Source: an optimization exercise on an open RTL-to-GDS flow (aim: small area and few clock cycles per item). Production flows keep margins and buffers that such runs may drop.
Where RTL was checked, it was by simulation tests only, not by an equivalence proof against the original.
Power is estimated from default activity; no workload was simulated.

== JK ==
==> flow/design.v <==
module cmpmac(
	input				wb_clk_i,
	input				rst_i,
	input  [2:0]	wb_adr_i,
	input  [15:0]	wb_dat_i,
	output [15:0]	wb_dat_o,
	input				wb_cyc_i,
	input				wb_we_i,
	input				wb_stb_i,
	input  [1:0]	wb_sel_i,
	output			wb_ack_o,
	input	 [1:0]	eth_pms_i,
	input				eth_macr_i,
	input  [47:0]	eth_macd_i,
	output			cmp_done_o,
	output			cmp_res_o
);
localparam [13:0] INV = 14'b00_0111_0000_1111;	 
reg [47:0]	slot[0:13];        
reg [3:0]	rot;               
reg [3:0]	adr;
wire stpac   = eth_pms_i[0];
wire promisc = eth_pms_i[1] | eth_pms_i[0];
reg  [1:0]	ack;
always @(posedge wb_clk_i) begin
	ack[0] <= wb_cyc_i & wb_stb_i;
	ack[1] <= wb_cyc_i & ack[0];
end
assign wb_ack_o = wb_cyc_i & wb_stb_i & ack[1];
wire bus_write = wb_cyc_i & wb_stb_i & ~wb_ack_o & stpac & wb_we_i & wb_sel_i[1];
wire tab_write = bus_write & ~ack[0] & ~rst_i & ~wb_adr_i[2] & (wb_adr_i[1:0] != 2'b00);
wire [3:0]	rot1 = (rot >= 4'd13) ? 4'd0 : rot + 4'd1;
wire [4:0]	sum  = adr + rot1;
reg  [3:0]	sadr;
wire [3:0]	sadr1 = (sadr >= 4'd13) ? 4'd0 : sadr + 4'd1;
always @(posedge wb_clk_i) begin
	rot  <= rot1;
	sadr <= (sum >= 5'd14) ? sum - 5'd14 : sum[3:0];
end
reg [15:0]	pd;                
reg [1:0]	pw;                
reg [3:0]	pt;                
reg			pv;                
wire ins0  = pv & (pt == 4'd13);
wire ins4  = pv & (pt == 4'd3);
wire ins8  = pv & (pt == 4'd7);
wire ins11 = pv & (pt == 4'd10);
wire ins   = ins0 | ins4 | ins8 | ins11;
always @(posedge wb_clk_i) begin
	if(tab_write) begin
		pd <= wb_dat_i;
		pw <= wb_adr_i[1:0];
		pt <= sadr1;
		pv <= 1'b1;
	end
	else begin
		pt <= (pt >= 4'd13) ? 4'd0 : pt + 4'd1;
		if(ins)
			pv <= 1'b0;
	end
end
wire [2:0] pwh = {pw == 2'd3, pw == 2'd2, pw == 2'd1};
wire [47:0] sel0  = {{16{ins0  & pwh[2]}}, {16{ins0  & pwh[1]}}, {16{ins0  & pwh[0]}}};
wire [47:0] sel4  = {{16{ins4  & pwh[2]}}, {16{ins4  & pwh[1]}}, {16{ins4  & pwh[0]}}};
wire [47:0] sel8  = {{16{ins8  & pwh[2]}}, {16{ins8  & pwh[1]}}, {16{ins8  & pwh[0]}}};
wire [47:0] sel11 = {{16{ins11 & pwh[2]}}, {16{ins11 & pwh[1]}}, {16{ins11 & pwh[0]}}};
wire [47:0] seln0 = ~sel0, seln4 = ~sel4, seln8 = ~sel8, seln11 = ~sel11;
wire [47:0] pd3  = {3{pd}};
wire [47:0] d0, d4, d8, d11;
cmpmac_imux #(48) m0 (.a(slot[13]), .b(pd3),  .s(sel0),  .sn(seln0),  .y(d0));
cmpmac_imux #(48) m4 (.a(slot[3]),  .b(~pd3), .s(sel4),  .sn(seln4),  .y(d4));
cmpmac_imux #(48) m8 (.a(slot[7]),  .b(pd3),  .s(sel8),  .sn(seln8),  .y(d8));
cmpmac_imux #(48) m11(.a(slot[10]), .b(~pd3), .s(sel11), .sn(seln11), .y(d11));
integer i;
always @(posedge wb_clk_i) begin
	for(i = 1; i < 14; i = i + 1)
		slot[i] <= slot[i-1];
	slot[0]  <= d0;
	slot[4]  <= d4;
	slot[8]  <= d8;
	slot[11] <= d11;
end
always @(posedge wb_clk_i, posedge rst_i) begin
	if(rst_i)
		adr <= 4'b0;
	else if(bus_write && wb_adr_i[2:0] == 3'b000)
		adr <= wb_dat_i[3:0];
end
wire		c0  = (sadr == 4'd13);
wire		c4  = (sadr == 4'd3);
wire		c8  = (sadr == 4'd7);
wire		c11 = (sadr == 4'd10);
reg  [47:0]	shadow;
always @(posedge wb_clk_i)
	if(c0 | c4 | c8 | c11)
		shadow <= ({48{c0}} & ~d0) | ({48{c4}} & d4) | ({48{c8}} & ~d8) | ({48{c11}} & d11);
reg [15:0] rdat;
always @(*) begin
	case(wb_adr_i[1:0])
		2'b00: rdat = {12'b0, adr};
		2'b01: rdat = shadow[15:0];
		2'b10: rdat = shadow[31:16];
		default: rdat = shadow[47:32];
	endcase
end
assign wb_dat_o = rdat;
wire [47:0]	macn = ~eth_macd_i;
wire [13:0]	match;
genvar s;
generate
	for(s = 0; s < 14; s = s + 1) begin : cmp
		cmpmac_eq u(.t(slot[s]), .mn(INV[s] ? eth_macd_i : macn), .eq(match[s]));
	end
endgenerate
wire hit = |match;
assign cmp_done_o = promisc | ~pv;
assign cmp_res_o  = promisc | hit;
endmodule
module cmpmac_imux #(parameter W = 1) (
	input  [W-1:0]	a,
	input  [W-1:0]	b,
	input  [W-1:0]	s,
	input  [W-1:0]	sn,
	output [W-1:0]	y
);
genvar k;
generate
	for(k = 0; k < W; k = k + 1) begin : b1
		cmpmac_imux1 u(.a(a[k]), .b(b[k]), .s(s[k]), .sn(sn[k]), .y(y[k]));
	end
endgenerate
endmodule
module cmpmac_imux1(input a, input b, input s, input sn, output y);
assign y = ~((a | s) & (b | sn));
endmodule
module cmpmac_eq(
	input  [47:0]	t,
	input  [47:0]	mn,
	output			eq
);
wire [15:0] q;      
wire [23:0] np;     
genvar k;
generate
	for(k = 0; k < 16; k = k + 1) begin : t3
		cmpmac_q3 u(.t(t[3*k+2:3*k]), .mn(mn[3*k+2:3*k]), .q(q[k]));
	end
	for(k = 0; k < 24; k = k + 1) begin : pair
		cmpmac_p2 u(.t(t[2*k+1:2*k]), .mn(mn[2*k+1:2*k]), .np(np[k]));
	end
endgenerate
assign eq = &q & ~|np;
endmodule
module cmpmac_q3(input [2:0] t, input [2:0] mn, output q);
assign q = ~((t[0] & mn[0]) | (t[1] & mn[1]) | (t[2] & mn[2]));
endmodule
module cmpmac_p2(input [1:0] t, input [1:0] mn, output np);
assign np = ~((t[0] | mn[0]) & (t[1] | mn[1]));
endmodule
Settings: LEC_CHECK=0, CAP_MARGIN=20, CORE_MARGIN=2, CORE_UTILIZATION=40, SLEW_MARGIN=20, SYNTH_HIERARCHICAL=1, SYNTH_MINIMUM_KEEP_SIZE=0; clock period 8.0 ns.
standard.sh (not shown) runs the stock make flow with config.mk's settings and CLKGATE_MAP_FILE= SYNTH_SCRIPT=/design/flow/synth_recipe.tcl, a recipe that flattens the netlist after the stock synthesis.
==> flow/flow/run.sh <==
#!/bin/bash
# Standard synthesis, but ABC maps with the ORFS speed script minus its
# upsizing pass (flow/abc_area_nosize.script); registers are untouched.
# Layout: smaller port buffers, larger clock-sink clusters without dummy
# loads, synthesis buffers removed before placement.
here=$(pwd)
{ head -n 1 synth_recipe.tcl
  echo "proc abc {args} { set i [lsearch \$args -script]; if {\$i >= 0} { lset args [expr {\$i+1}] $here/flow/abc_area_nosize.script }; yosys abc {*}\$args }"
  tail -n +2 synth_recipe.tcl; } > my_synth.tcl
bash standard.sh \
  SYNTH_SCRIPT=$here/my_synth.tcl \
  BUFFER_PORTS_ARGS="-buffer_cell sky130_fd_sc_hd__buf_2" \
  CTS_ARGS="-sink_clustering_enable -repair_clock_nets -buf_list sky130_fd_sc_hd__clkbuf_16 -sink_clustering_size 25 -sink_clustering_max_diameter 100 -dont_use_dummy_load" \
  REMOVE_ABC_BUFFERS=1 \
  finish > standard.log 2>&1
==> flow/flow/abc_area_nosize.script <==
&get -n
&st
&dch
&nf
&st
&syn2
&if -g -K 6
&synch2
&nf
&st
&syn2
&if -g -K 6
&synch2
&nf
&put
buffer -c
topo
stime -c
dnsize -c
Testbench counts of JK, summed over its fixed seeds: cycles 18,432, lookups 9,216.
[inputs] TR vs JK
==> flow/design.v, changed modules only <==
module cmpmac(
	input				wb_clk_i,
	input				rst_i,
	input  [2:0]	wb_adr_i,
	input  [15:0]	wb_dat_i,
	output [15:0]	wb_dat_o,
	input				wb_cyc_i,
	input				wb_we_i,
	input				wb_stb_i,
	input  [1:0]	wb_sel_i,
	output			wb_ack_o,
	input	 [1:0]	eth_pms_i,
	input				eth_macr_i,
	input  [47:0]	eth_macd_i,
	output			cmp_done_o,
	output			cmp_res_o
);
localparam [13:0] INV = 14'b00_0111_0000_1111;	 
reg [47:0]	slot[0:13];        
reg [3:0]	rot;               
reg [3:0]	adr;
wire stpac   = eth_pms_i[0];
wire promisc = eth_pms_i[1] | eth_pms_i[0];
reg  [1:0]	ack;
always @(posedge wb_clk_i) begin
	ack[0] <= wb_cyc_i & wb_stb_i;
	ack[1] <= wb_cyc_i & ack[0];
end
assign wb_ack_o = wb_cyc_i & wb_stb_i & ack[1];
wire bus_write = wb_cyc_i & wb_stb_i & ~wb_ack_o & stpac & wb_we_i & wb_sel_i[1];
wire tab_write = bus_write & ~ack[0] & ~rst_i & ~wb_adr_i[2] & (wb_adr_i[1:0] != 2'b00);
wire [3:0]	rot1 = (rot >= 4'd13) ? 4'd0 : rot + 4'd1;
wire [4:0]	sum  = adr + rot1;
reg  [3:0]	sadr;
always @(posedge wb_clk_i) begin
	rot  <= rot1;
	sadr <= (sum >= 5'd14) ? sum - 5'd14 : sum[3:0];
end
wire		c0  = (sadr == 4'd13);
wire		c4  = (sadr == 4'd3);
wire		c8  = (sadr == 4'd7);
wire		c11 = (sadr == 4'd10);
reg [15:0]	pd;                
reg [1:0]	pw;                
reg			pv;                
wire ins0  = pv & c0;
wire ins4  = pv & c4;
wire ins8  = pv & c8;
wire ins11 = pv & c11;
wire ins   = ins0 | ins4 | ins8 | ins11;
always @(posedge wb_clk_i) begin
	if(tab_write) begin
		pd <= wb_dat_i;
		pw <= wb_adr_i[1:0];
		pv <= 1'b1;
	end
	else if(ins)
		pv <= 1'b0;
end
wire [2:0] pwh = {pw == 2'd3, pw == 2'd2, pw == 2'd1};
wire [47:0] sel0  = {{16{ins0  & pwh[2]}}, {16{ins0  & pwh[1]}}, {16{ins0  & pwh[0]}}};
wire [47:0] sel4  = {{16{ins4  & pwh[2]}}, {16{ins4  & pwh[1]}}, {16{ins4  & pwh[0]}}};
wire [47:0] sel8  = {{16{ins8  & pwh[2]}}, {16{ins8  & pwh[1]}}, {16{ins8  & pwh[0]}}};
wire [47:0] sel11 = {{16{ins11 & pwh[2]}}, {16{ins11 & pwh[1]}}, {16{ins11 & pwh[0]}}};
wire [47:0] seln0 = ~sel0, seln4 = ~sel4, seln8 = ~sel8, seln11 = ~sel11;
wire [47:0] pd3  = {3{pd}};
wire [47:0] d0, d4, d8, d11;
cmpmac_imux #(48) m0 (.a(slot[13]), .b(pd3),  .s(sel0),  .sn(seln0),  .y(d0));
cmpmac_imux #(48) m4 (.a(slot[3]),  .b(~pd3), .s(sel4),  .sn(seln4),  .y(d4));
cmpmac_imux #(48) m8 (.a(slot[7]),  .b(pd3),  .s(sel8),  .sn(seln8),  .y(d8));
cmpmac_imux #(48) m11(.a(slot[10]), .b(~pd3), .s(sel11), .sn(seln11), .y(d11));
integer i;
always @(posedge wb_clk_i) begin
	for(i = 1; i < 14; i = i + 1)
		slot[i] <= slot[i-1];
	slot[0]  <= d0;
	slot[4]  <= d4;
	slot[8]  <= d8;
	slot[11] <= d11;
end
always @(posedge wb_clk_i, posedge rst_i) begin
	if(rst_i)
		adr <= 4'b0;
	else if(bus_write && wb_adr_i[2:0] == 3'b000)
		adr <= wb_dat_i[3:0];
end
reg  [47:0]	shadow;
always @(posedge wb_clk_i)
	if(c0 | c4 | c8 | c11)
		shadow <= ({48{c0}} & ~d0) | ({48{c4}} & d4) | ({48{c8}} & ~d8) | ({48{c11}} & d11);
reg [15:0] rdat;
always @(*) begin
	case(wb_adr_i[1:0])
		2'b00: rdat = {12'b0, adr};
		2'b01: rdat = shadow[15:0];
		2'b10: rdat = shadow[31:16];
		default: rdat = shadow[47:32];
	endcase
end
assign wb_dat_o = rdat;
wire [47:0]	macn = ~eth_macd_i;
wire [13:0]	match;
genvar s;
generate
	for(s = 0; s < 14; s = s + 1) begin : cmp
		cmpmac_eq u(.t(slot[s]), .mn(INV[s] ? eth_macd_i : macn), .eq(match[s]));
	end
endgenerate
wire hit = |match;
assign cmp_done_o = promisc | ~pv;
assign cmp_res_o  = promisc | hit;
endmodule
Going from JK to TR, met1 capacity usage during global routing shrinks by 1.6 points. Between TR and JK, the difference in clock-pin transition on the worst setup and hold timing paths is negligible. On final clock period utilization by the worst path, JK tracks TR almost exactly. Per the comparison of TR with JK, non-clock buffer count went down, DRC violation total after the first TritonRoute iteration went up. The power attributed to sequential cells of TR falls short of that of JK by about 3%. Measured against each other, TR and JK differ in area taken by multi-input logic gates, the lower figure coming from TR. Diff JK..TR | portion of the layout cell area used by clock cells | negligible. Part of the power in combinational logic: TR vs JK down 1.0 points.
No functional check of the RTL was part of TR.

afterwards: timing with drivers on the ports:
In the flow no input, the clock included, has a driving cell. The finished layouts below were timed again as built, in two steps.
Step 1 sets driving cells, clkbuf_16 on the clock port and buf_2 on the other inputs (assumed; they add their load-dependent delay and slew).
Step 2 also shifts input and output timing later by t, the mid clock arrival at the registers, as if the neighbouring blocks saw the same clock.
a / b / c = ideal ports / drivers / drivers and shift; a / b = the first two.
| run | t, ns | setup WS [ns] | clock arrival spread, ns | cell pins on the clock port's net |
|---|---|---|---|---|
| JK | 0.652 | 1.297 / 1.272 / 1.272 | 0.042 / 0.042 | 1 |
| TR | 0.649 | 1.290 / 1.264 / 1.264 | 0.040 / 0.040 | 1 |
After both steps every run listed still meets setup and hold. For TR, which loses most, drivers alone change the setup slack by -0.026 ns; drivers and shift together by -0.026 ns.
